From an optimization exercise on the open Yosys and OpenROAD flow, aimed at small area; shortcuts taken in it are not production practice. Only simulation tests tie the RTL to the original design; equivalence was not proved. The flow treats the clock pin as an ideal source, which a real chip does not have. Power figures rest on the tool's default switching activity, not on a simulated workload.

<file path="design/flow/design.v">
module AVR_109 (
    input  wire [7:0]  data_in,
    input  wire        ena_in,
    input  wire        clk,
    input  wire        reset_n,
    input  wire [15:0] prog_data_in,
    output wire        prog_mode,
    output wire [15:0] prog_addr,
    output wire [15:0] prog_data,
    output wire        prog_low,
    output wire        prog_high,
    output wire        txd,
    output wire        intercept_mode,
    output wire [7:0]  debug
);
   wire       rst = ~reset_n;
   wire       line, rx_avail, tx_idle, tx_avail;
   wire [7:0] rx_data, tx_data;
   wire [4:0] state;
   ut  u_ut  (.clk(clk), .rst(rst), .ena_in(ena_in), .data_in(data_in), .line(line));
   rxu u_rx  (.clk(clk), .rst(rst), .line(line), .rx_avail(rx_avail), .rx_data(rx_data));
   txu u_tx  (.clk(clk), .rst(rst), .tx_avail_d(tx_avail), .tx_data_d(tx_data),
              .txd(txd), .tx_idle(tx_idle));
   eng u_eng (.clk(clk), .rst(rst), .rx_avail(rx_avail), .rx_data(rx_data), .tx_idle(tx_idle),
              .prog_data_in(prog_data_in), .prog_mode(prog_mode), .prog_addr(prog_addr),
              .prog_low(prog_low), .prog_high(prog_high), .st(state),
              .intercept_mode(intercept_mode), .tx_avail_d(tx_avail), .tx_data_d(tx_data));
   assign prog_data = {rx_data, rx_data};
   assign debug     = {intercept_mode, line, txd, state};
endmodule
module ut(input clk, input rst, input ena_in, input [7:0] data_in, output reg line);
   reg [7:0] ut_data;
   reg [3:0] ut_cs;
   reg [6:0] ut_cnt;
   wire      ut_wrap = (ut_cnt == 7'd105);
   always @(posedge clk)
      if (ena_in) ut_data <= data_in;
   always @(posedge clk) begin
      if (rst)
         ut_cs <= 4'd0;
      else if (ut_cs == 4'd0)
         ut_cs <= {3'b000, ena_in};
      else if (ut_wrap)
         ut_cs <= (ut_cs == 4'd10) ? 4'd0 : ut_cs + 4'd1;
      ut_cnt <= (ut_cs == 4'd0 || ut_wrap) ? 7'd0 : ut_cnt + 7'd1;
   end
   always @(*) begin
      case (ut_cs)
        4'd0:    line = 1'b1;
        4'd1:    line = 1'b0;
        4'd2:    line = ut_data[0];
        4'd3:    line = ut_data[1];
        4'd4:    line = ut_data[2];
        4'd5:    line = ut_data[3];
        4'd6:    line = ut_data[4];
        4'd7:    line = ut_data[5];
        4'd8:    line = ut_data[6];
        4'd9:    line = ut_data[7];
        4'd10:   line = ~^ut_data;
        default: line = 1'b1;
      endcase
   end
endmodule
module rxu(input clk, input rst, input line, output rx_avail, output [7:0] rx_data);
   reg       rx_active;
   reg [9:0] rx_sr;
   reg [6:0] rx_baud;
   wire      rx_tick  = (rx_baud == 7'd103);
   assign rx_avail = ~rx_active & ~rx_baud[2];
   assign rx_data = rx_sr[9:2];
   always @(posedge clk) begin
      if (rst) begin
         rx_active  <= 1'b0;
         rx_baud[2] <= 1'b1;
      end else if (!rx_active) begin
         rx_active  <= ~line;
         rx_baud[2] <= 1'b1;
      end else begin
         if (rx_tick && rx_sr[0] && line)
            rx_active <= 1'b0;
         rx_baud[2] <= rx_tick ? 1'b0 : rx_baud[2] ^ (&rx_baud[1:0]);
      end
   end
   always @(posedge clk) begin
      if (!rx_active) begin
         rx_sr <= 10'b10_0000_0000;
         {rx_baud[6:3], rx_baud[1:0]} <= {4'b0110, 2'b00};
      end else begin
         if (rx_tick && !rx_sr[0])
            rx_sr <= {line, rx_sr[9:1]};
         if (rx_tick)
            {rx_baud[6:3], rx_baud[1:0]} <= 6'd0;
         else
            {rx_baud[6:3], rx_baud[1:0]} <= {rx_baud[6:3] + {3'd0, &rx_baud[2:0]}, rx_baud[1:0] + 2'd1};
      end
   end
endmodule
module txu(input clk, input rst, input tx_avail_d, input [7:0] tx_data_d, output txd, output tx_idle);
   reg [9:0] tx_sr;
   reg [6:0] tx_baud;
   reg       tx_pend;
   wire      tx_hi0   = ~|tx_sr[9:1];
   assign    tx_idle  = tx_hi0 & ~tx_sr[0];
   wire      tx_tick  = (tx_baud == 7'd103);
   assign    txd = tx_sr[0] | tx_hi0 | tx_pend;
   always @(posedge clk) begin
      tx_pend <= tx_avail_d;
      tx_baud <= (tx_pend || tx_idle || tx_tick) ? 7'd0 : tx_baud + 7'd1;
      if (rst)
         tx_sr <= 10'd0;
      else if (tx_avail_d)
         tx_sr <= {1'b1, tx_data_d, 1'b0};
      else if (tx_tick)
         tx_sr <= {1'b0, tx_sr[9:1]};
   end
endmodule
module eng(input clk, input rst, input rx_avail, input [7:0] rx_data, input tx_idle, input [15:0] prog_data_in, output prog_mode, output [15:0] prog_addr, output prog_low, output prog_high, output [4:0] st, output intercept_mode, output reg tx_avail_d, output reg [7:0] tx_data_d);
   reg [4:0]  s;
   reg [4:0]  s_n;
   reg [7:0]  cnt;
   reg [15:0] addr;
   reg        pm;
   wire A = rx_avail, K = tx_idle;
   wire [7:0] r = rx_data;
   wire cz = (cnt == 8'd0);
   assign st = s;
   assign prog_addr = {1'b0, addr[15:1]};
   assign prog_mode = pm;
   assign intercept_mode = s[4] | s[3] | s[2] | s[1];
   wire s_inact = (s == 5'd0);
   wire s_att   = (s == 5'd1);
   wire s_idle  = (s == 5'd2);
   wire s_ahi   = (s == 5'd13);
   wire s_alo   = (s == 5'd14);
   wire s_clo   = (s == 5'd17) | (s == 5'd25);
   wire s_pget  = (s == 5'd19);
   wire s_put   = (s == 5'd20) | (s == 5'd28);
   wire s_rget  = (s == 5'd27);
   wire is1b = (r == 8'h1b);
   wire isaa = (r == 8'haa);
   wire is00 = (r == 8'h00);
   wire is46 = (r == 8'h46);
   wire att_ok = cnt[0] ? isaa : is1b;      
   wire strobe = s_pget & A;
   assign prog_low  = strobe & ~addr[0];
   assign prog_high = strobe & addr[0];
   wire inc = s_put;
   wire ldhi = s_ahi & A, ldlo = s_alo & A;
   reg  [15:0] t;
   integer i;
   always @(*) begin
      t[0] = inc;
      for (i = 1; i < 16; i = i + 1) t[i] = t[i-1] & addr[i-1];
   end
   wire [15:0] addr_n = {ldhi ? r : addr[15:8] ^ t[15:8], ldlo ? r : addr[7:0] ^ t[7:0]};
   wire dec = (s_att & A & att_ok) | strobe | (s_rget & K);
   wire ldc = s_clo & A;
   reg  [7:0] b;
   always @(*) begin
      b[0] = dec;
      for (i = 1; i < 8; i = i + 1) b[i] = b[i-1] & ~cnt[i-1];
   end
   wire [7:0] cnt_n = s_inact ? 8'd5 : ldc ? r : cnt ^ b;
   always @(*) begin
      s_n = s;
      tx_avail_d = 1'b0;
      case (s)
        5'd0:  if (A & is1b) s_n = 5'd1;
        5'd1:  if (A) s_n = ~att_ok ? 5'd0 : cz ? 5'd2 : 5'd1;
        5'd2:  if (A) case (r)
                        8'h0a, 8'h1b: ;
                        8'h41: s_n = 5'd13;
                        8'h42: s_n = 5'd16;
                        8'h45: s_n = 5'd21;
                        8'h4c, 8'h50: s_n = 5'd12;
                        8'h54: s_n = 5'd11;
                        8'h56: s_n = 5'd4;
                        8'h61: s_n = 5'd6;
                        8'h62: s_n = 5'd7;
                        8'h67: s_n = 5'd24;
                        8'h74: s_n = 5'd10;
                        default: s_n = 5'd3;
                      endcase
        5'd3, 5'd5, 5'd6, 5'd9, 5'd10, 5'd12:
               if (K) begin s_n = 5'd2; tx_avail_d = 1'b1; end
        5'd4, 5'd7, 5'd8, 5'd21, 5'd27:
               if (K) begin s_n = s + 5'd1; tx_avail_d = 1'b1; end
        5'd22: if (K) s_n = 5'd0;
        5'd11: if (A) s_n = 5'd12;
        5'd13, 5'd17, 5'd19, 5'd25: if (A) s_n = s + 5'd1;
        5'd14: if (A) s_n = 5'd12;
        5'd16, 5'd24: if (A) s_n = is00 ? s + 5'd1 : 5'd3;
        5'd18: if (A) s_n = ~is46 ? 5'd3 : cz ? 5'd12 : 5'd19;
        5'd26: if (A) s_n = ~is46 ? 5'd3 : cz ? 5'd2 : 5'd27;
        5'd20: s_n = cz ? 5'd12 : 5'd19;
        5'd28: s_n = cz ? 5'd2 : 5'd27;
        default: ;
      endcase
   end
   always @(*) begin
      case (s)
        5'd3:  tx_data_d = 8'h3f;
        5'd4:  tx_data_d = 8'h31;
        5'd5:  tx_data_d = 8'h30;
        5'd6, 5'd7: tx_data_d = 8'h59;
        5'd9:  tx_data_d = 8'hff;
        5'd12, 5'd21: tx_data_d = 8'h0d;
        5'd27: tx_data_d = addr[0] ? prog_data_in[15:8] : prog_data_in[7:0];
        default: tx_data_d = 8'h00;
      endcase
   end
   wire pm_n = s_inact ? 1'b0 : (s_idle & A & (r == 8'h50)) ? 1'b1 : (s_idle & A & (r == 8'h4c)) ? 1'b0 : pm;
   always @(posedge clk) begin
      cnt <= cnt_n;
      if (rst) begin
         s <= 5'd0; addr <= 16'd0; pm <= 1'b0;
      end else begin
         s <= s_n; addr <= addr_n; pm <= pm_n;
      end
   end
endmodule
</file>
<file path="design/flow/flow/run.sh">
#!/bin/bash
# Standard ORFS layout with two changes: port buffers use the smallest buffer
# (buf_1) and the clock tree uses clkbuf_8 without dummy loads.
set -euo pipefail
bash standard.sh synth > synth.log 2>&1
bash standard.sh \
  'BUFFER_PORTS_ARGS=-buffer_cell sky130_fd_sc_hd__buf_1' \
  'CTS_ARGS=-sink_clustering_enable -repair_clock_nets -buf_list sky130_fd_sc_hd__clkbuf_8 -dont_use_dummy_load -sink_clustering_size 30' \
  finish > layout.log 2>&1
</file>
<file path="design/flow/standard.sh">
#!/bin/bash
# synth_recipe.tcl (not shown) runs the flow's synth.tcl, then flattens the netlist and writes it again
# the make line also repeats each setting of config.mk as NAME=value (left out here)
make -C /OpenROAD-flow-scripts/flow DESIGN_CONFIG=/design/flow/config.mk WORK_HOME=/design/flow/orfs CLKGATE_MAP_FILE= SYNTH_SCRIPT=/design/flow/synth_recipe.tcl "${@:-finish}"
</file>
<file path="design/flow/config.mk">
export PLATFORM = sky130hd
export DESIGN_NAME = AVR_109
export DESIGN_NICKNAME = AVR_109
export VERILOG_FILES = /design/flow/design.v
export SDC_FILE = /design/flow/constraint.sdc
export NUM_CORES = 4
export LEC_CHECK = 0
export CAP_MARGIN = 20
export CORE_MARGIN = 2
export CORE_UTILIZATION = 40
export SLEW_MARGIN = 20
</file>
<file path="design/flow/constraint.sdc">
create_clock -name core_clock -period 4.0 [get_ports {clk}]
set_input_delay 0.8000 -clock core_clock [delete_from_list [all_inputs] [get_ports {clk}]]
set_output_delay 0.8000 -clock core_clock [all_outputs]
set_load 0.01 [all_outputs]
</file>
==> impl_results.md, run 1 <==
* Critical path peak fanout at 2
* CP Launch Type: register
* Setup slack after placement at -76.9 ps
* Critical path startpoint: u_eng.s[1]
* Antenna violations before repair at 0
* Placed instance count at between 800 and 900
* Cells along the critical path: inv_1 -> ha_2 -> and3_4 -> ha_1 -> ha_2 -> ha_2 -> ha_1 -> ha_1 -> ha_1 -> ha_1 -> ha_2 -> ha_1 -> ha_1 -> ha_1 -> ha_2 -> ha_4 -> ha_4 -> ha_4 -> xnor2_2 -> a211oi_2
* Clk latency of the worst-skew pair at around 380 ps
* Combinational share of power at 4.5%
* Via density at approximately 5.5
* Maximum VDD drop at about 0.13 mV
* Pint at 0.00110 W
* Mean Syn Cell Area at 8.60 um^2
* Core area at between 0.01 and 0.015 mm^2
* Worst hold path type: reg2reg
* PwrDens at 243 mW/mm^2
* FF+latch count, synth at 85
* Primary FF master, synth: dfxtp_1
* Die W at between 100 and 150 um
* Cts bufs inserted at 9
* Yosys warns at 4
* Layout Utilization at roughly 44%
* Final worst path period share at a little over nine tenths
* Max cap viols at 0
* First-pass GRT wire length at around 21 mm
* Share of layout cells above drive strength 1 at 9.38%
* Cell repeated most along the worst path: ha_1
* # diodes at 0
* Min cycle time layout at 3840 ps
* Cell Count, Final, Fillers Out at around 840
* Setup CP Type: reg2reg
* Synth Instances at 639
* Worst EP arrival at between 4000 and 5000 ps
* DP Wirelength at around 9.5 mm
* Vias in the first global route at 4324
* Final Max Slew Viols at 0
* Port bufs at 70
* Most common cell after layout, fill and taps aside: dfxtp_1
* Slew Limit Headroom at between 30% and 40%
* Fmax achieved at ~260 MHz
* Post-synthesis cell type count at 75
* First-pass DRT Iterations at 5
* Status: timing/DRC/antenna clean
* H-tree depth at 3
* Clock Path Buffers at 2
* Placer Congestion at 0.890
* Static Leak at between 2 and 2.5 nW
* CTS clk-pin slew, worst paths at around 80 ps
* # DRC at 0
* Starting DRT DRC Count at 363
* CP required at about 4300 ps
* Net Sw Frac at 22.9%
* Final worst setup slack at approximately 160 ps
* Final hold vios at 0
* Clock share of power at ~34%
* Finish-stage setup viols at 0
* DRT antenna net count at 0
* Clk root buf: clkbuf_8
* Worst R2R End: u_eng.addr[15]
* WL final at between 10 and 15 mm
* Global route overflow at 0
* FF-to-FF setup slack at approximately 160 ps
* Cells on worst reg2reg path at 20
* Initial Util at 41.2%
* DR vias at 4566
* Reg2Reg Launch Point: u_eng.s[1]
* Post-CTS setup buffers at 0
* Fillers at between 1k and 1.5k
* Sequential area share after synthesis at ~32%
* Sequential power share at about three fifths
* Worst-Margin Slew at about 1000 ps
* All-Layer GR Usage at a little under a fifth
* # IOs at 72
* Net count after synthesis at 699
* Ys async rst share at 0%
* Post-synth EDFFs at 8
* Worst setup path end: u_eng.addr[15]
* Layout net count at approximately 720
* Area delta synth->final at 6.99%
* CTS tree: done
* Post-Synthesis Cell Area at between 0.005 and 0.006 mm^2
* Die area at ~0.015 mm^2
* Hold-fix buffers, CTS at 0
* Most frequent cells in the layout: dfxtp_1, buf_1, nor2_1
* WL/cell at around 16 um
* Die height at 121 um
* Crit-path slowest cell: dfxtp_2
* Largest net degree at the start of global routing at 33
* TNS Setup at 0 ps
* Slowest stage delay, CP at 330 ps
* Skew final at between 20 and 30 ps
* Critical Path End Type: register
* Clk sinks at 85
* Net switching power at approximately 0.00033 W
* Hold Crit Depth at 1
* Row Count at 42
## through the flow
step	hold slack [ps]	total power (W)	area, um^2
floorplan	398	0.000942	5510
finish	433	0.00143	5880
global route	451	0.00149	5880
detailed placement	420	0.000964	5690
global placement	410	0.000962	5690
CTS	432	0.00145	5820
## synth_stat cells (all sizes together), types with 9 or more instances
library cell,instances,area [um^2]
a211oi,9,67.6
a21oi,25,125
buf,50,344
clkbuf,27,101
dfxtp,77,1540
ha,33,413
inv,19,71.3
mux2i,41,410
nand2,41,154
nand2b,12,75.1
nand3,24,125
nor2,68,258
nor2b,17,106
o21ai,33,165
xnor2,15,131
xor2,10,87.6
## power by group through the flow
| stage | clock network (W) | logic [W] | registers [W] |
|---|---|---|---|
| 3_3_place_gp | 0 | 0.0000633 | 0.000898 |
| 4_1_cts | 0.000509 | 0.0000656 | 0.000879 |
| 2_1_floorplan | 0 | 0.0000471 | 0.000895 |
| 3_5_place_dp | 0 | 0.0000651 | 0.000899 |
| 5_1_grt | 0.000538 | 0.0000721 | 0.000881 |
| 6_report | 0.000486 | 0.0000646 | 0.000879 |
## timing repair
action / 4_1_cts / 5_1_grt
gates cloned: 0 / 0
gates resized for setup: 3 / 12
pin swaps: 2 / 2
setup endpoints to repair: 2 / 2
## layer usage
| layer | share of wire [%] | GRT usage, % | vias up |
|---|---|---|---|
| met2 | 48 | 29.7 | 111 |
| met5 | 0 | 0 | - |
| met3 | 4.6 | 3.29 | 17 |
| met1 | 46 | 23.4 | 2157 |
| li1 | - | - | 2281 |
| met4 | 1.9 | 7.04 | 0 |
## sequential cells by signal, indices dropped and copies added, names as in the netlist
register and count:
u_eng.cnt 8, u_ut.ut_cs 4, u_ut.ut_cnt 7, u_eng.pm 1, u_rx.rx_active 1, u_tx.tx_sr 10
u_rx.rx_baud 7, u_tx.tx_baud 7, u_ut.ut_data 8, u_rx.rx_sr 10, u_tx.tx_pend 1, u_eng.s 5
u_eng.addr 16
## cells by family (layout without fill, tap and decap cells)
kind of cell,after synthesis,count (layout),synth area share [%]
fa+ha+maj,33,33,7.51
other cells,1,1,0.0682
simple gates,234,234,23.1
flops,85,85,32.4
mux,45,45,8.49
compound gates,120,120,15.0
xor+xnor,25,25,3.98
buf+inv,96,118,9.40
## critical path: cells and delay by family, from the launching register on
family | cells | cell delay [ps]
AOI/OAI and AO/OA | 1 | 230
xor gates and xnor gates | 1 | 130
adders and majority gates | 16 | 2800
buffers and inverters | 1 | 60
DFF | 1 | 330
and+or+nand+nor | 1 | 180
## area by class of cell
cell class / count / area (um^2) / share of cell area [%]
timing repair buffer: 90 / 413 / 7.02
clock buffer: 9 / 124 / 2.11
multi-input combinational: 458 / 3260 / 55.5
tap: 176 / 220 / 3.75
inverter: 19 / 71.3 / 1.21
sequential: 85 / 1790 / 30.4
## worst min path at each step
stage | endpoint | startpoint | slack (ps)
6_report | u_rx.rx_baud[0] | u_rx.rx_baud[0] | 430
5_1_grt | u_rx.rx_baud[0] | u_rx.rx_baud[0] | 450
4_1_cts | u_rx.rx_baud[0] | u_rx.rx_baud[0] | 430
3_5_place_dp | u_rx.rx_baud[0] | u_rx.rx_baud[0] | 420
3_3_place_gp | u_rx.rx_baud[0] | u_rx.rx_baud[0] | 410
2_1_floorplan | u_rx.rx_baud[0] | u_rx.rx_baud[0] | 400
==> run 2: changes to the inputs <==
==> design/flow/flow/run.sh (replaced) <==
#!/bin/bash
# Layout flow: the standard ORFS flow with three changes.
#  1. After the standard synthesis, the combinational logic of its netlist is
#     re-mapped by Yosys/ABC with an area-oriented script (resyn.tcl,
#     resyn.abc). Every register instance keeps its name and cell type.
#  2. Port buffers use the smallest buffer, buf_1.
#  3. The clock tree is built from clkbuf_8 without dummy loads.
set -euo pipefail
W=$(pwd)
R=$W/orfs/results/$FLOW_PLATFORM/AVR_109/base
bash standard.sh synth > synth.log 2>&1
cp $R/1_2_yosys.v $W/std_1_2_yosys.v
RESYN_LIB=$FLOW_HOME/platforms/$FLOW_PLATFORM/lib/sky130_fd_sc_hd__tt_025C_1v80.lib \
RESYN_NET=$W/std_1_2_yosys.v RESYN_OUT=$W/resyn_1_2_yosys.v RESYN_ABC=$W/flow/resyn.abc \
RESYN_DONT_USE="sky130_fd_sc_hd__lpflow_bleeder_1 sky130_fd_sc_hd__lpflow_clkbufkapwr_1 sky130_fd_sc_hd__lpflow_clkbufkapwr_16 sky130_fd_sc_hd__lpflow_clkbufkapwr_2 sky130_fd_sc_hd__lpflow_clkbufkapwr_4 sky130_fd_sc_hd__lpflow_clkbufkapwr_8 sky130_fd_sc_hd__lpflow_clkinvkapwr_1 sky130_fd_sc_hd__lpflow_clkinvkapwr_16 sky130_fd_sc_hd__lpflow_clkinvkapwr_2 sky130_fd_sc_hd__lpflow_clkinvkapwr_4 sky130_fd_sc_hd__lpflow_clkinvkapwr_8 sky130_fd_sc_hd__lpflow_decapkapwr_12 sky130_fd_sc_hd__lpflow_decapkapwr_3 sky130_fd_sc_hd__lpflow_decapkapwr_4 sky130_fd_sc_hd__lpflow_decapkapwr_6 sky130_fd_sc_hd__lpflow_decapkapwr_8 sky130_fd_sc_hd__lpflow_inputiso0n_1 sky130_fd_sc_hd__lpflow_inputiso0p_1 sky130_fd_sc_hd__lpflow_inputiso1n_1 sky130_fd_sc_hd__lpflow_inputiso1p_1 sky130_fd_sc_hd__lpflow_inputisolatch_1 sky130_fd_sc_hd__lpflow_isobufsrc_1 sky130_fd_sc_hd__lpflow_isobufsrc_16 sky130_fd_sc_hd__lpflow_isobufsrc_2 sky130_fd_sc_hd__lpflow_isobufsrc_4 sky130_fd_sc_hd__lpflow_isobufsrc_8 sky130_fd_sc_hd__lpflow_isobufsrckapwr_16 sky130_fd_sc_hd__lpflow_lsbuf_lh_hl_isowell_tap_1 sky130_fd_sc_hd__lpflow_lsbuf_lh_hl_isowell_tap_2 sky130_fd_sc_hd__lpflow_lsbuf_lh_hl_isowell_tap_4 sky130_fd_sc_hd__lpflow_lsbuf_lh_isowell_4 sky130_fd_sc_hd__lpflow_lsbuf_lh_isowell_tap_1 sky130_fd_sc_hd__lpflow_lsbuf_lh_isowell_tap_2 sky130_fd_sc_hd__lpflow_lsbuf_lh_isowell_tap_4 sky130_fd_sc_hd__probe_p_8 sky130_fd_sc_hd__probec_p_8 " \
  yosys -c $W/flow/resyn.tcl > resyn.log 2>&1
cp $W/resyn_1_2_yosys.v $R/1_2_yosys.v
rm -f $R/1_synth.odb
bash standard.sh \
  'BUFFER_PORTS_ARGS=-buffer_cell sky130_fd_sc_hd__buf_1' \
  'CTS_ARGS=-sink_clustering_enable -repair_clock_nets -buf_list sky130_fd_sc_hd__clkbuf_8 -dont_use_dummy_load -sink_clustering_size 30' \
  finish > layout.log 2>&1
==> design/flow/flow/resyn.abc (new file) <==
strash
balance -l; resub -K 6 -l; rewrite -l; resub -K 6 -N 2 -l; refactor -l; resub -K 8 -l; balance -l; resub -K 8 -N 2 -l; rewrite -l; resub -K 10 -l; rewrite -z -l; resub -K 10 -N 2 -l; balance -l; resub -K 12 -l; refactor -z -l; resub -K 12 -N 2 -l; rewrite -z -l; balance -l
&get -n
&fraig -x
&put
balance -l; resub -K 6 -l; rewrite -l; resub -K 6 -N 2 -l; refactor -l; resub -K 8 -l; balance -l; resub -K 8 -N 2 -l; rewrite -l; resub -K 10 -l; rewrite -z -l; resub -K 10 -N 2 -l; balance -l; resub -K 12 -l; refactor -z -l; resub -K 12 -N 2 -l; rewrite -z -l; balance -l
dch -f
amap
strash
dch -f
amap
topo
==> design/flow/flow/resyn.tcl (new file) <==
# Re-map the combinational logic of ORFS's synthesis netlist with a stronger
# ABC script. Registers (and their instance names) are kept as they are.
yosys -import
set lib $::env(RESYN_LIB)
set net $::env(RESYN_NET)
set out $::env(RESYN_OUT)
set abcs $::env(RESYN_ABC)
read_liberty -ignore_miss_func $lib
foreach m [list sky130_fd_sc_hd__dfxtp_1 sky130_fd_sc_hd__edfxtp_1 sky130_fd_sc_hd__dfxtp_2 sky130_fd_sc_hd__dfxtp_4 sky130_fd_sc_hd__dfrtp_1 sky130_fd_sc_hd__dfstp_1] {
  setattr -mod -set blackbox 1 $m
}
read_verilog $net
hierarchy -top AVR_109
flatten
yosys rename -hide w:_*_.*
opt -purge
set du {}
foreach c $::env(RESYN_DONT_USE) { lappend du -dont_use $c }
abc -liberty $lib {*}$du -script $abcs
setundef -zero
splitnets
opt_clean -purge
hilomap -singleton -hicell sky130_fd_sc_hd__conb_1 HI -locell sky130_fd_sc_hd__conb_1 LO
insbuf -buf sky130_fd_sc_hd__buf_1 A X
opt_clean -purge
select AVR_109
write_verilog -noattr -nohex -nodec -selected $out
select -clear
tee -o /dev/stdout stat
==> run 2 against run 1 <==
Effect of this change: still clean; first-iteration DRC count is 24% lower; register-to-register slack gained 30 ps; total power down 1.6%; utilization is 5.6 points higher; critical endpoint is now prog_high.
==> impl_results.md, run 2 <==
* Clk sinks at 85 (unchanged)
* Max reg flops at 16 (unchanged)
* Placed Instance Area at 0.00502 mm^2 (-12%)
* Finish-stage setup viols at 0 (unchanged)
* Share of layout cells above drive strength 1 at 13.3% (+4.0 points)
* Via density at 5.60 (+2.7%)
* Worst setup path end: prog_high
* Multi-input logic area at 0.00242 mm^2 (-26%)
* Net count after synthesis at 625 (-11%)
* Final worst setup slack at 185 ps (+26.8 ps)
* CTS clk-pin slew, worst paths at 80 ps (about the same)
* Die area at 0.0118 mm^2 (-19%)
* Mean Syn Cell Area at 7.35 um^2 (-15%)
* Worst EP arrival at 3020 ps (-1080 ps)
* Net switching power at 0.000316 W (-3.4%)
* Vias in the first global route at 4209 (-2.7%)
* WL final at 13.0 mm (-0.56%)
* Post-Synthesis Cell Area at 0.00440 mm^2 (-20%)
* Clock share of power at 33.7% (-0.3 points)
* Critical path startpoint: u_eng.s[4]
* Worst hold path type: reg2reg
* Most flops, register: u_eng.addr
* Die height at 109 um (-10%)
* H-tree depth at 3 (unchanged)
* # IOs at 72 (unchanged)
* # DRC at 0 (unchanged)
* Placer Congestion at 1.01 (+13%)
* CP required at 3200 ps (-1050 ps)
* Unrepaired setup endpoints after global routing: yes
* Clock Path Buffers at 2 (unchanged)
* Largest net degree at the start of global routing at 31 (-6.1%)
* WL/cell at 15.6 um (+0.28%)
* Most common cell after layout, fill and taps aside: nor2_1
* Cts bufs inserted at 9 (unchanged)
* Global route overflow at 0 (unchanged)
* Static Leak at 1.86 nW (-16%)
* Biggest regs: u_eng.addr (16), u_rx.rx_sr (10), u_tx.tx_sr (10)
* DR vias at 4649 (+1.8%)
* FF-to-FF setup slack at 190 ps (+30 ps)
* Yosys warns at 4 (unchanged)
* Fillers at 1084 (-19%)
* Net Sw Frac at 22.5% (-0.42 points)
* CTS tree: done
* Core area at 0.0108 mm^2 (-19%)
* Status: timing/DRC/antenna clean
* Critical Path End Type: output port
* Final hold vios at 0 (unchanged)
* Worst R2R End: u_eng.cnt[7]
* Clk root buf: clkbuf_8
* Row Count at 38 (-9.5%)
* PwrDens at 263 mW/mm^2 (+8.0%)
* Slew Limit Headroom at 35.4% (+3.5 points)
* # diodes at 0 (unchanged)
* TNS Setup at 0 ps (unchanged)
* Initial Util at 40.7% (-0.43 points)
* Skew final at 17.7 ps (-10.4 ps)
* Worst-Margin Slew at 966 ps (-50.4 ps)
* Sequential power share at 62.5% (+1.0 points)
* DP Wirelength at 9.58 mm (+0.81%)
* Setup CP Type: reg2out
* Layout net count at 719 (-0.55%)
* DRT antenna net count at 0 (unchanged)
* Reg2Reg Launch Point: u_eng.s[4]
* Final worst path period share at 95.4% (-0.67 points)
* Final Cell Area at 0.00536 mm^2 (-8.9%)
* Cells on worst reg2reg path at 22 (+10%)
* Setup slack after placement at -53.0 ps (+24.0 ps)
* CP Launch Type: register
* Port bufs at 70 (unchanged)
* All-Layer GR Usage at 22.1% (+4.0 points)
* First-pass DRT Iterations at 5 (unchanged)
* Pint at 0.00109 W (-1.1%)
* Max cap viols at 0 (unchanged)
* Antenna violations before repair at 0 (unchanged)
* Final Max Slew Viols at 0 (unchanged)
* Synth Instances at 598 (-6.4%)
* Clk latency of the worst-skew pair at 380 ps (about the same)
* First-pass GRT wire length at 20.1 mm (-4.6%)
* Area delta synth->final at 21.8%
* Starting DRT DRC Count at 275 (-24%)
* Critical path peak fanout at 8 (+6)
* Fmax achieved at 262 MHz (+0.70%)
* Most frequent cells in the layout: nor2_1, dfxtp_1, buf_1
* Seq. cell area at 0.00179 mm^2 (about the same)
* Maximum VDD drop at 0.214 mV (+70%)
* Combinational share of power at 3.8% (-0.7 points)
* Die W at 109 um (-10%)
* Min cycle time layout at 3820 ps (-26.8 ps)
==> run 2: cell count changes in the layout (fill, tap and decap cells not counted), sizes merged, moves of 14 or more <==
cell,change
nand2,-14
xnor2,-15
inv,-14
nor2,+66
mux2i,-41
nor3,+24
nor2b,-17
clkinv,+46
ha,-33
buf,+30
==> run 2: power by group through the flow <==
stage                     combinational (W)  clock (W)  sequential [W]
final                             0.0000530   0.000474        0.000880
after global routing              0.0000604   0.000534        0.000881
after CTS                         0.0000535   0.000496        0.000879
after detailed placement          0.0000534          0        0.000900
after global placement            0.0000518          0        0.000899
after floorplan                   0.0000316          0        0.000897
==> run 2: worst min-delay path by stage <==
| stage | from | end | slack, ps | depth (start not counted) |
|---|---|---|---|---|
| after floorplan | u_rx.rx_baud[0] | u_rx.rx_baud[0] | 410 | 1 |
| after global placement | u_rx.rx_baud[0] | u_rx.rx_baud[0] | 420 | 1 |
| after detailed placement | u_ut.ut_cnt[0] | u_ut.ut_cnt[0] | 440 | 1 |
| after CTS | u_ut.ut_cnt[0] | u_ut.ut_cnt[0] | 450 | 1 |
| after global routing | u_tx.tx_baud[0] | u_tx.tx_baud[0] | 480 | 1 |
| final | u_ut.ut_cnt[0] | u_ut.ut_cnt[0] | 450 | 1 |
==> run 2: repair_timing <==
item | 4_1_cts | 5_1_grt
buffers inserted | 0 | 8
cloned | 0 | 0
hold buffers | 0 | 0
setup endpoints to repair | 7 | 19
gates resized for setup | 10 | 39
pin swaps | 3 | 10
==> run 2: per-stage QoR <==
step	total power, W	util (%)	hold slack (ps)	instances
detailed placement	0.000953	46.5	438	813
CTS	0.00143	47.9	455	822
finish	0.00141	49.6	447	830
floorplan	0.000929	-	410	598
global route	0.00148	49.6	483	830
global placement	0.000951	46.5	419	813
==> run 2: layout make-up <==
cell class | count | share of cell area (%)
Sequential cell | 85 | 33.4
Timing Repair Buffer | 120 | 11.9
Clock buffer | 9 | 2.31
Multi-Input combinational cell | 423 | 45.2
Inverter | 53 | 3.88
Tap cell | 140 | 3.27
==> run 2: worst max-delay path, cell delays in order, from the launching register on <==
cell and delay [ps]:
dfxtp_4 390, buf_4 150, nor4_2 380, o21ai_2 120
and2_4 160, nand2_2 80, nor3_4 50, nor3_2 170
o21ai_1 100, o21ai_1 120, nor3_1 60, nor4_1 190
nor2_1 110, nor2_2 170, buf_4 130, o21a_1 110
buf_2 130
==> run 2: layer usage <==
metal,share of wire (%),vias to the layer above,wire [um],global-route usage (%)
met5,0,-,0,0
met4,2.5,0,320,9.98
met3,4.6,26,596,4.00
met2,47,141,6130,37.5
met1,46,2143,5920,27.2
li1,-,2339,-,-
==> run 3: changes to the inputs <==
--- a/design/flow/design.v
+++ b/design/flow/design.v
@@ -31,8 +31,8 @@
 module ut(input clk, input rst, input ena_in, input [7:0] data_in, output reg line);
    reg [7:0] ut_data;
    reg [3:0] ut_cs;
-   reg [6:0] ut_cnt;
-   wire      ut_wrap = (ut_cnt == 7'd105);
+   reg [6:0] ut_cnt;                  
+   wire      ut_wrap = (ut_cnt == 7'd81);    
    always @(posedge clk)
       if (ena_in) ut_data <= data_in;
    always @(posedge clk) begin
@@ -42,7 +42,7 @@
          ut_cs <= {3'b000, ena_in};
       else if (ut_wrap)
          ut_cs <= (ut_cs == 4'd10) ? 4'd0 : ut_cs + 4'd1;
-      ut_cnt <= (ut_cs == 4'd0 || ut_wrap) ? 7'd0 : ut_cnt + 7'd1;
+      ut_cnt <= (ut_cs == 4'd0 || ut_wrap) ? 7'd0 : {ut_cnt[5:0], ~(ut_cnt[6] ^ ut_cnt[5])};
    end
    always @(*) begin
       case (ut_cs)
@@ -65,34 +65,26 @@
    reg       rx_active;
    reg [9:0] rx_sr;
    reg [6:0] rx_baud;
-   wire      rx_tick  = (rx_baud == 7'd103);
-   assign rx_avail = ~rx_active & ~rx_baud[2];
-   assign rx_data = rx_sr[9:2];
-   always @(posedge clk) begin
-      if (rst) begin
-         rx_active  <= 1'b0;
-         rx_baud[2] <= 1'b1;
-      end else if (!rx_active) begin
-         rx_active  <= ~line;
-         rx_baud[2] <= 1'b1;
-      end else begin
-         if (rx_tick && rx_sr[0] && line)
-            rx_active <= 1'b0;
-         rx_baud[2] <= rx_tick ? 1'b0 : rx_baud[2] ^ (&rx_baud[1:0]);
-      end
-   end
-   always @(posedge clk) begin
-      if (!rx_active) begin
+   wire      rx_tick = (rx_baud == 7'd52);
+   assign rx_avail = ~rx_active & ~rx_baud[3];
+   assign rx_data  = rx_sr[9:2];
+   always @(posedge clk) begin
+      if (rst)
+         rx_active <= 1'b0;
+      else if (!rx_active)
+         rx_active <= ~line;
+      else if (rx_tick && rx_sr[0] && line)
+         rx_active <= 1'b0;
+      if (rst || !rx_active)
+         rx_baud <= 7'd88;
+      else if (rx_tick)
+         rx_baud <= 7'd0;
+      else
+         rx_baud <= {rx_baud[5:0], ~(rx_baud[6] ^ rx_baud[5])};
+      if (!rx_active)
          rx_sr <= 10'b10_0000_0000;
-         {rx_baud[6:3], rx_baud[1:0]} <= {4'b0110, 2'b00};
-      end else begin
-         if (rx_tick && !rx_sr[0])
-            rx_sr <= {line, rx_sr[9:1]};
-         if (rx_tick)
-            {rx_baud[6:3], rx_baud[1:0]} <= 6'd0;
-         else
-            {rx_baud[6:3], rx_baud[1:0]} <= {rx_baud[6:3] + {3'd0, &rx_baud[2:0]}, rx_baud[1:0] + 2'd1};
-      end
+      else if (rx_tick && !rx_sr[0])
+         rx_sr <= {line, rx_sr[9:1]};
    end
 endmodule
 module txu(input clk, input rst, input tx_avail_d, input [7:0] tx_data_d, output txd, output tx_idle);
@@ -101,11 +93,11 @@
    reg       tx_pend;
    wire      tx_hi0   = ~|tx_sr[9:1];
    assign    tx_idle  = tx_hi0 & ~tx_sr[0];
-   wire      tx_tick  = (tx_baud == 7'd103);
+   wire      tx_tick  = (tx_baud == 7'd52);    
    assign    txd = tx_sr[0] | tx_hi0 | tx_pend;
    always @(posedge clk) begin
       tx_pend <= tx_avail_d;
-      tx_baud <= (tx_pend || tx_idle || tx_tick) ? 7'd0 : tx_baud + 7'd1;
+      tx_baud <= (tx_pend || tx_idle || tx_tick) ? 7'd0 : {tx_baud[5:0], ~(tx_baud[6] ^ tx_baud[5])};
       if (rst)
          tx_sr <= 10'd0;
       else if (tx_avail_d)
@@ -146,56 +138,62 @@
    assign prog_high = strobe & addr[0];
    wire inc = s_put;
    wire ldhi = s_ahi & A, ldlo = s_alo & A;
-   reg  [15:0] t;
+   reg  [15:0] c, t;                   
    integer i;
    always @(*) begin
-      t[0] = inc;
-      for (i = 1; i < 16; i = i + 1) t[i] = t[i-1] & addr[i-1];
+      c[0] = 1'b1;
+      for (i = 1; i < 16; i = i + 1) c[i] = c[i-1] & addr[i-1];
+      t = inc ? c : 16'd0;
    end
    wire [15:0] addr_n = {ldhi ? r : addr[15:8] ^ t[15:8], ldlo ? r : addr[7:0] ^ t[7:0]};
    wire dec = (s_att & A & att_ok) | strobe | (s_rget & K);
    wire ldc = s_clo & A;
-   reg  [7:0] b;
-   always @(*) begin
-      b[0] = dec;
-      for (i = 1; i < 8; i = i + 1) b[i] = b[i-1] & ~cnt[i-1];
+   reg  [7:0] z, b;                    
+   always @(*) begin
+      z[0] = 1'b1;
+      for (i = 1; i < 8; i = i + 1) z[i] = z[i-1] & ~cnt[i-1];
+      b = dec ? z : 8'd0;
    end
    wire [7:0] cnt_n = s_inact ? 8'd5 : ldc ? r : cnt ^ b;
-   always @(*) begin
-      s_n = s;
-      tx_avail_d = 1'b0;
+   reg [4:0] nx;
+   reg       adv;
+   always @(*) begin
       case (s)
-        5'd0:  if (A & is1b) s_n = 5'd1;
-        5'd1:  if (A) s_n = ~att_ok ? 5'd0 : cz ? 5'd2 : 5'd1;
-        5'd2:  if (A) case (r)
-                        8'h0a, 8'h1b: ;
-                        8'h41: s_n = 5'd13;
-                        8'h42: s_n = 5'd16;
-                        8'h45: s_n = 5'd21;
-                        8'h4c, 8'h50: s_n = 5'd12;
-                        8'h54: s_n = 5'd11;
-                        8'h56: s_n = 5'd4;
-                        8'h61: s_n = 5'd6;
-                        8'h62: s_n = 5'd7;
-                        8'h67: s_n = 5'd24;
-                        8'h74: s_n = 5'd10;
-                        default: s_n = 5'd3;
+        5'd0:  adv = A & is1b;
+        5'd1:  adv = A;
+        5'd2:  adv = A & ~((r == 8'h0a) | is1b);
+        5'd3, 5'd4, 5'd5, 5'd6, 5'd7, 5'd8, 5'd9, 5'd10, 5'd12, 5'd21, 5'd22, 5'd27: adv = K;
+        5'd20, 5'd28: adv = 1'b1;
+        default: adv = A;
+      endcase
+      tx_avail_d = K & ((s >= 5'd3 && s <= 5'd10) || s == 5'd12 || s == 5'd21 || s == 5'd27);
+      case (s)
+        5'd0:  nx = 5'd1;
+        5'd1:  nx = ~att_ok ? 5'd0 : cz ? 5'd2 : 5'd1;
+        5'd2:  case (r)
+                        8'h41: nx = 5'd13;
+                        8'h42: nx = 5'd16;
+                        8'h45: nx = 5'd21;
+                        8'h4c, 8'h50: nx = 5'd12;
+                        8'h54: nx = 5'd11;
+                        8'h56: nx = 5'd4;
+                        8'h61: nx = 5'd6;
+                        8'h62: nx = 5'd7;
+                        8'h67: nx = 5'd24;
+                        8'h74: nx = 5'd10;
+                        default: nx = 5'd3;
                       endcase
-        5'd3, 5'd5, 5'd6, 5'd9, 5'd10, 5'd12:
-               if (K) begin s_n = 5'd2; tx_avail_d = 1'b1; end
-        5'd4, 5'd7, 5'd8, 5'd21, 5'd27:
-               if (K) begin s_n = s + 5'd1; tx_avail_d = 1'b1; end
-        5'd22: if (K) s_n = 5'd0;
-        5'd11: if (A) s_n = 5'd12;
-        5'd13, 5'd17, 5'd19, 5'd25: if (A) s_n = s + 5'd1;
-        5'd14: if (A) s_n = 5'd12;
-        5'd16, 5'd24: if (A) s_n = is00 ? s + 5'd1 : 5'd3;
-        5'd18: if (A) s_n = ~is46 ? 5'd3 : cz ? 5'd12 : 5'd19;
-        5'd26: if (A) s_n = ~is46 ? 5'd3 : cz ? 5'd2 : 5'd27;
-        5'd20: s_n = cz ? 5'd12 : 5'd19;
-        5'd28: s_n = cz ? 5'd2 : 5'd27;
-        default: ;
-      endcase
+        5'd3, 5'd5, 5'd6, 5'd9, 5'd10, 5'd12: nx = 5'd2;
+        5'd22: nx = 5'd0;
+        5'd11, 5'd14: nx = 5'd12;
+        5'd16, 5'd24: nx = is00 ? s + 5'd1 : 5'd3;
+        5'd18: nx = ~is46 ? 5'd3 : cz ? 5'd12 : 5'd19;
+        5'd26: nx = ~is46 ? 5'd3 : cz ? 5'd2 : 5'd27;
+        5'd20: nx = cz ? 5'd12 : 5'd19;
+        5'd28: nx = cz ? 5'd2 : 5'd27;
+        default: nx = s + 5'd1;
+      endcase
+      s_n = adv ? nx : s;
    end
    always @(*) begin
       case (s)
--- a/design/flow/flow/run.sh
+++ b/design/flow/flow/run.sh
@@ -1,7 +1,7 @@
 #!/bin/bash
 # Layout flow: the standard ORFS flow with three changes.
 #  1. After the standard synthesis, the combinational logic of its netlist is
-#     re-mapped by Yosys/ABC with an area-oriented script (resyn.tcl,
+#     re-mapped by Yosys/ABC with an area-oriented script under a delay target (resyn.tcl,
 #     resyn.abc). Every register instance keeps its name and cell type.
 #  2. Port buffers use the smallest buffer, buf_1.
 #  3. The clock tree is built from clkbuf_8 without dummy loads.
--- a/design/flow/flow/resyn.abc
+++ b/design/flow/flow/resyn.abc
@@ -5,8 +5,10 @@
 &put
 balance -l; resub -K 6 -l; rewrite -l; resub -K 6 -N 2 -l; refactor -l; resub -K 8 -l; balance -l; resub -K 8 -N 2 -l; rewrite -l; resub -K 10 -l; rewrite -z -l; resub -K 10 -N 2 -l; balance -l; resub -K 12 -l; refactor -z -l; resub -K 12 -N 2 -l; rewrite -z -l; balance -l
 dch -f
-amap
+map -D 2000
+mfs2 -a
 strash
 dch -f
-amap
+map -D 2000
 topo
+stime -p
==> run 3 against run 2 <==
Effect of this change: area after synthesis grew 0.34%; highest routed layer unchanged; worst hold slack lost 52 ps; clock skew grew 7.3 ps; critical endpoint is now u_tx.tx_sr[6]; synthesized cell count grew 8.9%.
==> impl_results.md, run 3 <==
* Layout net count at 727 (+1.1%)
* CTS tree: done
* WL/cell at 13.9 um (-11%)
* Setup slack after placement at 758 ps (+811 ps)
* Critical Path End Type: register
* All-Layer GR Usage at 20.8% (-1.3 points)
* Clock Path Buffers at 2 (unchanged)
* First-pass DRT Iterations at 5 (unchanged)
* Post-CTS setup buffers at 0 (unchanged)
* Seq. cell area at 0.00178 mm^2 (-0.35%)
* Hold Crit Depth at 2 (+1)
* Core area at 0.0108 mm^2 (unchanged)
* CP Launch Type: register
* Hold-fix buffers, CTS at 0 (unchanged)
* Die W at 109 um (+0.17%)
* Global route overflow at 0 (unchanged)
* Maximum VDD drop at 0.206 mV (-4.0%)
* Biggest regs: u_eng.addr (16), u_rx.rx_sr (10), u_tx.tx_sr (10)
* Yosys warns at 4 (unchanged)
* Final Max Slew Viols at 0 (unchanged)
* Net count after synthesis at 678 (+8.5%)
* Net switching power at 0.000726 W (+130%)
* Antenna violations before repair at 0 (unchanged)
* Vias in the first global route at 4160 (-1.2%)
* Synth Instances at 651 (+8.9%)
* DR vias at 4395 (-5.5%)
* Crit-path slowest cell: dfxtp_1
* Port bufs at 70 (unchanged)
* Status: timing/DRC/antenna clean
* Fillers at 1137 (+4.9%)
* # diodes at 0 (unchanged)
* Combinational share of power at 28.7% (+25 points)
* TNS Setup at 0 ps (unchanged)
* Via density at 5.24 (-6.4%)
* Crit path buffers/inverters at 1 (-2)
* Clock share of power at 23.6% (-10 points)
* Placed Instance Area at 0.00475 mm^2 (-5.4%)
* Clk root buf: clkbuf_8
* CP required at 4270 ps (+1070 ps)
* Worst-Margin Slew at 992 ps (+25.7 ps)
* Clk sinks at 85 (unchanged)
* Multi-input logic area at 0.00210 mm^2 (-13%)
* # DRC at 0 (unchanged)
* Fmax achieved at 302 MHz (+15%)
* Most common cell after layout, fill and taps aside: nor2_1
* Most flops, register: u_eng.addr
* # IOs at 72 (unchanged)
* Clk latency of the worst-skew pair at 350 ps (-30 ps)
* Setup CP Type: reg2reg
* Worst EP arrival at 3580 ps (+560 ps)
* Pint at 0.00128 W (+17%)
* Slowest stage delay, CP at 560 ps (+170 ps)
* Share of layout cells above drive strength 1 at 3.30% (-10 points)
* Worst hold path type: reg2reg
* Delay-heaviest family, CP: simple AND/OR/NAND/NOR gates
* Post-cts gate resize count at 0 (-10)
* H-tree depth at 3 (unchanged)
* Initial Util at 40.9% (+0.14 points)
* Static Leak at 1.65 nW (-11%)
* Row Count at 38 (unchanged)
* Sequential power share at 47.7% (-15 points)
* PwrDens at 412 mW/mm^2 (+57%)
* Cells on worst reg2reg path at 16 (-27%)
* Die area at 0.0119 mm^2 (+0.33%)
* Skew final at 25.0 ps (+7.33 ps)
* Final worst path period share at 82.9% (-12 points)
* Critical path peak fanout at 12 (+4)
* Die height at 109 um (+0.17%)
* Slew Limit Headroom at 33.6% (-1.7 points)
* Finish-stage setup viols at 0 (unchanged)
* DP Wirelength at 8.90 mm (-7.0%)
* Final Cell Area at 0.00487 mm^2 (-9.0%)
* Final worst setup slack at 684 ps (+499 ps)
* Max cap viols at 0 (unchanged)
* Placer Congestion at 0.958 (-5.2%)
* Max reg flops at 16 (unchanged)
* CTS clk-pin slew, worst paths at 90 ps (about the same)
* Cells along the critical path: nand2_1 -> nor2_1 -> nor2_1 -> nand2_1 -> nor3_1 -> nor2_1 -> nand2_1 -> o31ai_1 -> a21oi_1 -> a21oi_1 -> clkinv_1 -> nor3_1 -> a21oi_1 -> nor2_1 -> o211ai_1 -> o21ai_0
* Min cycle time layout at 3320 ps (-499 ps)
* DRT antenna net count at 0 (unchanged)
* Net Sw Frac at 36.2% (+14 points)
* Mean Syn Cell Area at 6.78 um^2 (-7.8%)
* Largest net degree at the start of global routing at 22 (-29%)
* Most frequent cells in the layout: nor2_1, clkinv_1, dfxtp_1
* Starting DRT DRC Count at 194 (-29%)
* Cts bufs inserted at 9 (unchanged)
* Area delta synth->final at 10.4%
* Unrepaired setup endpoints after global routing: no
* First-pass GRT wire length at 19.4 mm (-3.8%)
* Cell repeated most along the worst path: nor2_1
* WL final at 11.7 mm (-10%)
* Post-Synthesis Cell Area at 0.00441 mm^2 (+0.34%)
* Total stage count of the critical path at 16 (unchanged)
* Final hold vios at 0 (unchanged)
==> run 3: stage by stage <==
| stage | power (W) | utilization, % | hold slack [ps] | cells |
|---|---|---|---|---|
| 4_1_cts | 0.00201 | 45.1 | 402 | 838 |
| 3_5_place_dp | 0.00154 | 44.0 | 415 | 829 |
| 6_report | 0.00201 | 45.1 | 395 | 838 |
| 2_1_floorplan | 0.00137 | - | 402 | 651 |
| 5_1_grt | 0.00214 | 45.1 | 418 | 838 |
| 3_3_place_gp | 0.00155 | 44.0 | 409 | 829 |
==> run 3: final timing paths <==
path,start,endpoint,slack (ps)
max,u_eng.s[0],u_tx.tx_sr[6],680
min,u_ut.ut_cnt[2],u_ut.ut_cnt[3],400
max reg2reg,u_eng.s[0],u_tx.tx_sr[6],680
min reg2reg,u_ut.ut_cnt[2],u_ut.ut_cnt[3],400
==> run 3: final cells by class <==
| type | count | area share, % |
|---|---|---|
| Clock buffer | 9 | 2.54 |
| Inverter | 104 | 8.01 |
| Multi-Input combinational cell | 425 | 43.1 |
| Sequential cell | 85 | 36.6 |
| Tap cell | 140 | 3.60 |
| Timing Repair Buffer | 75 | 6.16 |
==> run 3: layer usage <==
layer | part of all wire (%) | vias to the layer above | GRT usage [%]
met5 | 0 | - | 0
met4 | 2.0 | 0 | 7.97
met3 | 5.9 | 21 | 3.89
met2 | 44 | 122 | 32.8
met1 | 48 | 1993 | 28.1
li1 | - | 2259 | -
==> run 3: worst reg2reg max path, cell delays in order, from the launching register on <==
cell      delay [ps]
dfxtp_1          560
nand2_1          170
nor2_1           310
nor2_1           100
nand2_1          100
nor3_1            50
nor2_1           170
nand2_1          150
o31ai_1          140
a21oi_1          120
a21oi_1          210
clkinv_1         130
nor3_1           210
a21oi_1          170
nor2_1           410
o211ai_1         160
o21ai_0          100
==> run 3: power by group through the flow <==
stage / Sequential, W / Combinational (W) / Clock (W)
after floorplan: 0.000963 / 0.000410 / 0
after global placement: 0.000975 / 0.000571 / 0
after detailed placement: 0.000975 / 0.000568 / 0
after CTS: 0.000955 / 0.000569 / 0.000487
after global routing: 0.000963 / 0.000656 / 0.000524
final: 0.000957 / 0.000576 / 0.000473
==> run 4: changes to the inputs <==
--- a/design/flow/flow/run.sh
+++ b/design/flow/flow/run.sh
@@ -1,10 +1,4 @@
 #!/bin/bash
-# Layout flow: the standard ORFS flow with three changes.
-#  1. After the standard synthesis, the combinational logic of its netlist is
-#     re-mapped by Yosys/ABC with an area-oriented script under a delay target (resyn.tcl,
-#     resyn.abc). Every register instance keeps its name and cell type.
-#  2. Port buffers use the smallest buffer, buf_1.
-#  3. The clock tree is built from clkbuf_8 without dummy loads.
 set -euo pipefail
 W=$(pwd)
 R=$W/orfs/results/$FLOW_PLATFORM/AVR_109/base
@@ -18,5 +12,6 @@
 rm -f $R/1_synth.odb
 bash standard.sh \
   'BUFFER_PORTS_ARGS=-buffer_cell sky130_fd_sc_hd__buf_1' \
+  "POST_CTS_TCL=$W/flow/post_cts.tcl" \
   'CTS_ARGS=-sink_clustering_enable -repair_clock_nets -buf_list sky130_fd_sc_hd__clkbuf_8 -dont_use_dummy_load -sink_clustering_size 30' \
   finish > layout.log 2>&1
==> design/flow/flow/post_cts.tcl (new file) <==
set limit 0.110
set_propagated_clock [all_clocks]
proc max_clk_slew {} {
  estimate_parasitics -placement
  set mx 0
  foreach p [get_pins -hierarchical */CLK] {
    foreach k {slew_max_rise slew_max_fall} {
      set s [get_property $p $k]
      if {$s > $mx} {set mx $s}
    }
  }
  return $mx
}
set base [max_clk_slew]
puts "post_cts: max clock-pin slew before $base"
foreach inst [[ord::get_db_block] getInsts] {
  set name [$inst getName]
  if {![string match "clkbuf_*_clk" $name]} { continue }
  set orig [[$inst getMaster] getName]
  foreach c {sky130_fd_sc_hd__clkbuf_2 sky130_fd_sc_hd__clkbuf_4} {
    if {$c == $orig} { break }
    replace_cell [get_cells $name] $c
    set s [max_clk_slew]
    if {$s <= $limit} {
      puts "post_cts: $name $orig -> $c (max slew $s)"
      break
    }
    replace_cell [get_cells $name] $orig
  }
}
detailed_placement
puts "post_cts: max clock-pin slew after [max_clk_slew]"
==> design/flow/flow/resyn.abc (replaced) <==
strash
&get -n
&deepsyn -T 30
&put
dch -f
amap
topo
--- a/design/flow/config.mk
+++ b/design/flow/config.mk
@@ -7,5 +7,5 @@
 export LEC_CHECK = 0
 export CAP_MARGIN = 20
 export CORE_MARGIN = 2
-export CORE_UTILIZATION = 40
+export CORE_UTILIZATION = 65
 export SLEW_MARGIN = 20
==> run 4 against run 3 <==
Effect of this change: still clean; sequential share of layout area up 4.4 points; sequential power shrank 8.2%; clock power shrank 13%.
==> impl_results.md, run 4 <==
* Status: timing/DRC/antenna clean
* Net count after synthesis at 551 (-19%)
* Share of layout cells above drive strength 1 at 2.97% (-0.33 points)
* First-pass DRT Iterations at 6 (+1)
* Fmax achieved at 265 MHz (-12%)
* Most frequent cells in the layout: dfxtp_1, nor2_1, clkinv_1
* All-Layer GR Usage at 29.3% (+8.5 points)
* TNS Setup at 0 ps (unchanged)
* Clock share of power at 30.5% (+6.9 points)
* First-pass GRT wire length at 15.0 mm (-23%)
* Max cap viols at 0 (unchanged)
* DR vias at 3980 (-9.4%)
* Mean Syn Cell Area at 7.60 um^2 (+12%)
* Area delta synth->final at 9.37%
* Cells on worst reg2reg path at 29 (+13)
* Critical Path End Type: output port
* Die height at 82.3 um (-25%)
* Slew Limit Headroom at 40.6% (+7.0 points)
* WL final at 9.94 mm (-15%)
* Worst setup path end: prog_low
* Row Count at 28 (-26%)
* Static Leak at 1.42 nW (-14%)
* Biggest regs: u_eng.addr (16), u_rx.rx_sr (10), u_tx.tx_sr (10)
* Die W at 82.3 um (-25%)
* WL/cell at 15.3 um (+10%)
* Synth Instances at 524 (-20%)
* Final Max Slew Viols at 0 (unchanged)
* # IOs at 72 (unchanged)
* Net Sw Frac at 22.6% (-14 points)
* Port bufs at 70 (unchanged)
* Reg2Reg Launch Point: u_eng.s[2]
* Combinational share of power at 4.2% (-24 points)
* Placed instance count at 639 (-23%)
* Min cycle time layout at 3770 ps (+455 ps)
* Antenna violations before repair at 0 (unchanged)
* Maximum VDD drop at 0.276 mV (+34%)
* Vias in the first global route at 3369 (-19%)
* PwrDens at 309 mW/mm^2 (-25%)
* Most flops, register: u_eng.addr
* Final worst path period share at 94.3% (+11 points)
* Yosys warns at 4 (unchanged)
* Cell Count, Final, Fillers Out at 648 (-23%)
* Global route overflow at 0 (unchanged)
* Worst hold path type: reg2reg
* Max reg flops at 16 (unchanged)
* CTS tree: done
* Final hold vios at 0 (unchanged)
* DP Wirelength at 7.40 mm (-17%)
* Initial Util at 67.2% (+26 points)
* Worst R2R End: u_eng.addr[15]
* Critical path startpoint: u_eng.s[0]
* Critical path peak fanout at 8 (-4)
* Clk sinks at 85 (unchanged)
* Layout net count at 602 (-17%)
* CTS clk-pin slew, worst paths at 90 ps (about the same)
* # diodes at 0 (unchanged)
* Largest net degree at the start of global routing at 15 (-32%)
* Net switching power at 0.000304 W (-58%)
* Starting DRT DRC Count at 421 (+120%)
* Skew final at 29.9 ps (+4.86 ps)
* CP Launch Type: register
* Die area at 0.00677 mm^2 (-43%)
* Sequential power share at 65.3% (+18 points)
* Setup CP Type: reg2out
* Worst EP arrival at 2970 ps (-610 ps)
* Most common cell after layout, fill and taps aside: dfxtp_1
* Via density at 6.14 (+17%)
* Finish-stage setup viols at 0 (unchanged)
* Placer Congestion at 0.993 (+3.7%)
* Post-Synthesis Cell Area at 0.00398 mm^2 (-9.8%)
* Core area at 0.00592 mm^2 (-45%)
* Pint at 0.00104 W (-19%)
* FF-to-FF setup slack at 380 ps (-300 ps)
* CP required at 3200 ps (-1070 ps)
* Unrepaired setup endpoints after global routing: no
* Clk latency of the worst-skew pair at 530 ps (+180 ps)
* DRT antenna net count at 0 (unchanged)
* # DRC at 0 (unchanged)
* Worst-Margin Slew at 883 ps (-109 ps)
## run 4: metal layers
layer	up-vias	share of wire, %	global-route usage [%]
met1	1789	42	37.5
li1	1918	-	-
met2	230	45	47.0
met5	-	0	0
met4	0	2.8	13.2
met3	43	9.6	6.74
## run 4: worst min path at each step
stage / endpoint / cells after the start / slack, ps / startpoint
finish: u_ut.ut_cnt[3] / 2 / 420 / u_ut.ut_cnt[2]
global route: u_ut.ut_data[3] / 1 / 420 / data_in[3]
detailed placement: u_ut.ut_cnt[1] / 2 / 420 / u_ut.ut_cnt[0]
global placement: u_rx.rx_baud[1] / 2 / 410 / u_rx.rx_baud[0]
floorplan: u_rx.rx_baud[1] / 2 / 400 / u_rx.rx_baud[0]
## run 4: layout make-up
cell class                      instances  area [um^2]
Timing Repair Buffer                   77          315
Tap cell                               75         93.8
Multi-Input combinational cell        330         1800
Inverter                               72          270
Sequential cell                        85         1780
Clock buffer                            9         96.3
Fill cell                             468         1570
## run 4: through the flow
stage,hold slack (ps),total power (W),setup slack [ps],util [%],cell area [um^2]
floorplan,402,0.000930,975,-,3980
global placement,409,0.000951,567,71.8,4250
detailed placement,417,0.000953,413,71.8,4250
global route,422,0.00139,8.16,73.5,4350
finish,422,0.00135,229,73.5,4350
## run 4: worst max-delay path, cell delays in order (launching register included)
cell	delay, ps
dfxtp_1	510
buf_4	230
nor2_1	70
a21oi_1	130
nor2_1	90
clkinv_1	90
nand2_1	50
a221oi_1	350
nand2_1	100
nor2_1	350
nand4_1	220
nor2_1	130
buf_1	160
## run 4: power groups by stage
stage	registers (W)	clock network [W]	logic (W)
after floorplan	0.000897	0	0.0000333
after global placement	0.000898	0	0.0000529
after detailed placement	0.000899	0	0.0000548
after global routing	0.000880	0.000444	0.0000625
final	0.000879	0.000410	0.0000566
==> run 5: changes to the inputs <==
--- a/design/flow/flow/run.sh
+++ b/design/flow/flow/run.sh
@@ -5,7 +5,7 @@
 bash standard.sh synth > synth.log 2>&1
 cp $R/1_2_yosys.v $W/std_1_2_yosys.v
 RESYN_LIB=$FLOW_HOME/platforms/$FLOW_PLATFORM/lib/sky130_fd_sc_hd__tt_025C_1v80.lib \
-RESYN_NET=$W/std_1_2_yosys.v RESYN_OUT=$W/resyn_1_2_yosys.v RESYN_ABC=$W/flow/resyn.abc \
+RESYN_NOINSBUF=1 RESYN_NET=$W/std_1_2_yosys.v RESYN_OUT=$W/resyn_1_2_yosys.v RESYN_ABC=$W/flow/resyn.abc \
 RESYN_DONT_USE="sky130_fd_sc_hd__lpflow_bleeder_1 sky130_fd_sc_hd__lpflow_clkbufkapwr_1 sky130_fd_sc_hd__lpflow_clkbufkapwr_16 sky130_fd_sc_hd__lpflow_clkbufkapwr_2 sky130_fd_sc_hd__lpflow_clkbufkapwr_4 sky130_fd_sc_hd__lpflow_clkbufkapwr_8 sky130_fd_sc_hd__lpflow_clkinvkapwr_1 sky130_fd_sc_hd__lpflow_clkinvkapwr_16 sky130_fd_sc_hd__lpflow_clkinvkapwr_2 sky130_fd_sc_hd__lpflow_clkinvkapwr_4 sky130_fd_sc_hd__lpflow_clkinvkapwr_8 sky130_fd_sc_hd__lpflow_decapkapwr_12 sky130_fd_sc_hd__lpflow_decapkapwr_3 sky130_fd_sc_hd__lpflow_decapkapwr_4 sky130_fd_sc_hd__lpflow_decapkapwr_6 sky130_fd_sc_hd__lpflow_decapkapwr_8 sky130_fd_sc_hd__lpflow_inputiso0n_1 sky130_fd_sc_hd__lpflow_inputiso0p_1 sky130_fd_sc_hd__lpflow_inputiso1n_1 sky130_fd_sc_hd__lpflow_inputiso1p_1 sky130_fd_sc_hd__lpflow_inputisolatch_1 sky130_fd_sc_hd__lpflow_isobufsrc_1 sky130_fd_sc_hd__lpflow_isobufsrc_16 sky130_fd_sc_hd__lpflow_isobufsrc_2 sky130_fd_sc_hd__lpflow_isobufsrc_4 sky130_fd_sc_hd__lpflow_isobufsrc_8 sky130_fd_sc_hd__lpflow_isobufsrckapwr_16 sky130_fd_sc_hd__lpflow_lsbuf_lh_hl_isowell_tap_1 sky130_fd_sc_hd__lpflow_lsbuf_lh_hl_isowell_tap_2 sky130_fd_sc_hd__lpflow_lsbuf_lh_hl_isowell_tap_4 sky130_fd_sc_hd__lpflow_lsbuf_lh_isowell_4 sky130_fd_sc_hd__lpflow_lsbuf_lh_isowell_tap_1 sky130_fd_sc_hd__lpflow_lsbuf_lh_isowell_tap_2 sky130_fd_sc_hd__lpflow_lsbuf_lh_isowell_tap_4 sky130_fd_sc_hd__probe_p_8 sky130_fd_sc_hd__probec_p_8 " \
   yosys -c $W/flow/resyn.tcl > resyn.log 2>&1
 cp $W/resyn_1_2_yosys.v $R/1_2_yosys.v
--- a/design/flow/flow/resyn.tcl
+++ b/design/flow/flow/resyn.tcl
@@ -21,7 +21,7 @@
 splitnets
 opt_clean -purge
 hilomap -singleton -hicell sky130_fd_sc_hd__conb_1 HI -locell sky130_fd_sc_hd__conb_1 LO
-insbuf -buf sky130_fd_sc_hd__buf_1 A X
+if {![info exists ::env(RESYN_NOINSBUF)]} { insbuf -buf sky130_fd_sc_hd__buf_1 A X }
 opt_clean -purge
 select AVR_109
 write_verilog -noattr -nohex -nodec -selected $out
--- a/design/flow/config.mk
+++ b/design/flow/config.mk
@@ -8,4 +8,5 @@
 export CAP_MARGIN = 20
 export CORE_MARGIN = 2
 export CORE_UTILIZATION = 65
+export GPL_TIMING_DRIVEN = 0
 export SLEW_MARGIN = 20
==> run 5 against run 4 <==
Effect of this change: largest power group unchanged; routed wire length rose by 2.1%; first-iteration DRC count fell by 18%; still clean; worst hold slack got worse by 20 ps; critical endpoint unchanged; setup slack improved by 160 ps; maximum frequency rose by 4.5%; synthesized cell count fell by 7.1%.
==> impl_results.md, run 5 <==
* WL/cell at 15.9 um (+3.7%)
* Worst EP arrival at 2810 ps (-160 ps)
* Finish-stage setup viols at 0 (unchanged)
* First-pass GRT wire length at 16.3 mm (+8.7%)
* Min cycle time layout at 3610 ps (-162 ps)
* CTS tree: done
* Worst hold path type: reg2reg
* Critical path peak fanout at 7 (-1)
* Row Count at 27 (-3.6%)
* Synth Instances at 487 (-7.1%)
* Die area at 0.00654 mm^2 (-3.3%)
* Crit path buffers/inverters at 2 (-1)
* Most common cell after layout, fill and taps aside: nor2_1
* Yosys warns at 4 (unchanged)
* TNS Setup at 0 ps (unchanged)
* # IOs at 72 (unchanged)
* Max cap viols at 0 (unchanged)
* Slew Limit Headroom at 41.6% (+1.0 points)
* CP required at 3200 ps (about the same)
* Vias in the first global route at 3612 (+7.2%)
* Clk sinks at 85 (unchanged)
* First-pass DRT Iterations at 5 (-1)
* Max reg flops at 16 (unchanged)
* Worst-Margin Slew at 868 ps (-15.0 ps)
* Final hold vios at 0 (unchanged)
* Die W at 80.9 um (-1.7%)
* DP Wirelength at 7.32 mm (-1.1%)
* Layout net count at 595 (-1.2%)
* Global route overflow at 0 (unchanged)
* Status: timing/DRC/antenna clean
* Share of layout cells above drive strength 1 at 2.83% (-0.14 points)
* Layout Utilization at 76.8% (+3.2 points)
* Final Max Slew Viols at 0 (unchanged)
* Worst hold margin at 402 ps (-20.4 ps)
* Fillers at 452 (-3.4%)
* Unrepaired setup endpoints after global routing: no
* Area delta synth->final at 12.1%
* All-Layer GR Usage at 32.1% (+2.9 points)
* Post-Synthesis Cell Area at 0.00384 mm^2 (-3.5%)
* Placer Congestion at 0.967 (-2.7%)
* Fmax achieved at 277 MHz (+4.5%)
* Cell repeated most along the worst path: nor2_1
* Placed instance count at 629 (-1.6%)
* Final worst setup slack at 391 ps (+162 ps)
* # DRC at 0 (unchanged)
* Clk latency of the worst-skew pair at 510 ps (-20 ps)
* Static Leak at 1.38 nW (-2.5%)
* Via density at 6.27 (+2.0%)
* CTS clk-pin slew, worst paths at 100 ps (about the same)
* Slowest stage delay, CP at 460 ps (-50 ps)
* Setup slack after placement at 237 ps (-176 ps)
* Initial Util at 68.5% (+1.3 points)
* Most frequent cells in the layout: nor2_1, dfxtp_1, clkinv_1, buf_1, nand2_1
* Port bufs at 70 (unchanged)
* Largest net degree at the start of global routing at 17 (+2)
* Seq. cell area at 0.00179 mm^2 (+0.21%)
* Setup CP Type: reg2out
* # diodes at 0 (unchanged)
* PwrDens at 309 mW/mm^2 (-0.14%)
* CP Launch Type: register
* Maximum VDD drop at 0.319 mV (+16%)
* Most flops, register: u_eng.addr
* Crit-path slowest cell: dfxtp_1
* WL final at 10.1 mm (+2.1%)
* Cells along the critical path: clkinv_1 -> nor2_2 -> nor4_1 -> a221oi_1 -> nand2_1 -> nor2_1 -> nand4_1 -> nor2_1 -> buf_1
* Core area at 0.00561 mm^2 (-5.3%)
* Net count after synthesis at 514 (-6.7%)
* Final worst path period share at 90.2% (-4.1 points)
* Antenna violations before repair at 0 (unchanged)
* Starting DRT DRC Count at 345 (-18%)
* Delay-heaviest family, CP: simple AND/OR/NAND/NOR gates
* Cell Count, Final, Fillers Out at 638 (-1.5%)
* Biggest regs: u_eng.addr (16), u_rx.rx_sr (10), u_tx.tx_sr (10)
* Mean Syn Cell Area at 7.89 um^2 (+3.8%)
* DR vias at 3998 (+0.45%)
* Skew final at 35.0 ps (+5.12 ps)
* Multi-input logic area at 0.00180 mm^2 (+0.14%)
* Die height at 80.9 um (-1.7%)
* Critical Path End Type: output port
* DRT antenna net count at 0 (unchanged)
-- run 5: power by group --
part           internal [W]  switching, W
clock              0.000140      0.000255
combinational     0.0000188     0.0000366
sequential         0.000871    0.00000753
-- run 5: worst paths after layout --
check | startpoint | end | slack [ps] | cells past startpoint
setup / recovery | u_eng.s[3] | prog_low | 390 | 9
hold / removal | u_ut.ut_cnt[4] | u_ut.ut_cnt[5] | 400 | 2
setup reg to reg | u_eng.s[4] | u_eng.addr[15] | 460 | 29
hold reg to reg | u_ut.ut_cnt[4] | u_ut.ut_cnt[5] | 400 | 2
-- run 5: final cells by class --
cell class                      instances  share of cell area, %
Clock buffer                            9                   2.09
Inverter                               72                   6.45
Multi-Input combinational cell        330                   41.8
Sequential cell                        85                   41.5
Tap cell                               72                   2.09
Timing Repair Buffer                   70                   6.10
-- run 5: per-stage QoR --
step	total power (W)	area (um^2)
5_1_grt	0.00137	4300
2_1_floorplan	0.000930	3840
3_3_place_gp	0.000949	4190
6_report	0.00133	4300
3_5_place_dp	0.000952	4190
-- run 5: layer usage --
layer | share of wire, % | vias up | global-route usage [%]
li1 | - | 1913 | -
met1 | 41 | 1811 | 39.6
met2 | 47 | 239 | 53.3
met3 | 8.4 | 35 | 5.67
met4 | 3.1 | 0 | 17.6
met5 | 0 | - | 0
-- run 5: tightest hold or removal path: cells and delay by family, from the launching register on --
family                 cells  cell delay (ps)
buffers and inverters      1               50
flip-flops                 1              310
AND/OR/NAND/NOR            1               40

## static timing again, ports no longer ideal
No port has a modelled driver above. Below, the same layouts with a new extraction and two added sets of constraints.
Step 1, drivers: a clkbuf_16 drives clk and a buf_2 each remaining input, both assumed.
Step 2 moves the port delays by t, midway between the first and last clock arrival at a register: inputs arrive t later, outputs are due t later. That takes back most of the time a late clock gives input paths.
Slacks: ideal ports / drivers / drivers and shift; pairs: ideal ports / drivers.
| run | shift t [ns] | setup slack, ns | worst hold slack (ns) | clock arrival spread, ns |
|---|---|---|---|---|
| run 1 | 0.397 | 0.158 / 0.158 / 0.158 | 0.433 / 0.433 / 0.433 | 0.028 / 0.029 |
| run 2 | 0.403 | 0.185 / 0.149 / 0.192 | 0.447 / 0.447 / 0.447 | 0.017 / 0.018 |
| run 3 | 0.370 | 0.684 / 0.684 / 0.684 | 0.395 / 0.395 / 0.395 | 0.025 / 0.025 |
| run 4 | 0.547 | 0.229 / 0.201 / 0.380 | 0.422 / 0.422 / 0.422 | 0.030 / 0.030 |
| run 5 | 0.519 | 0.391 / 0.361 / 0.456 | 0.402 / 0.402 / 0.402 | 0.035 / 0.036 |
After both steps every run listed still meets setup and hold.
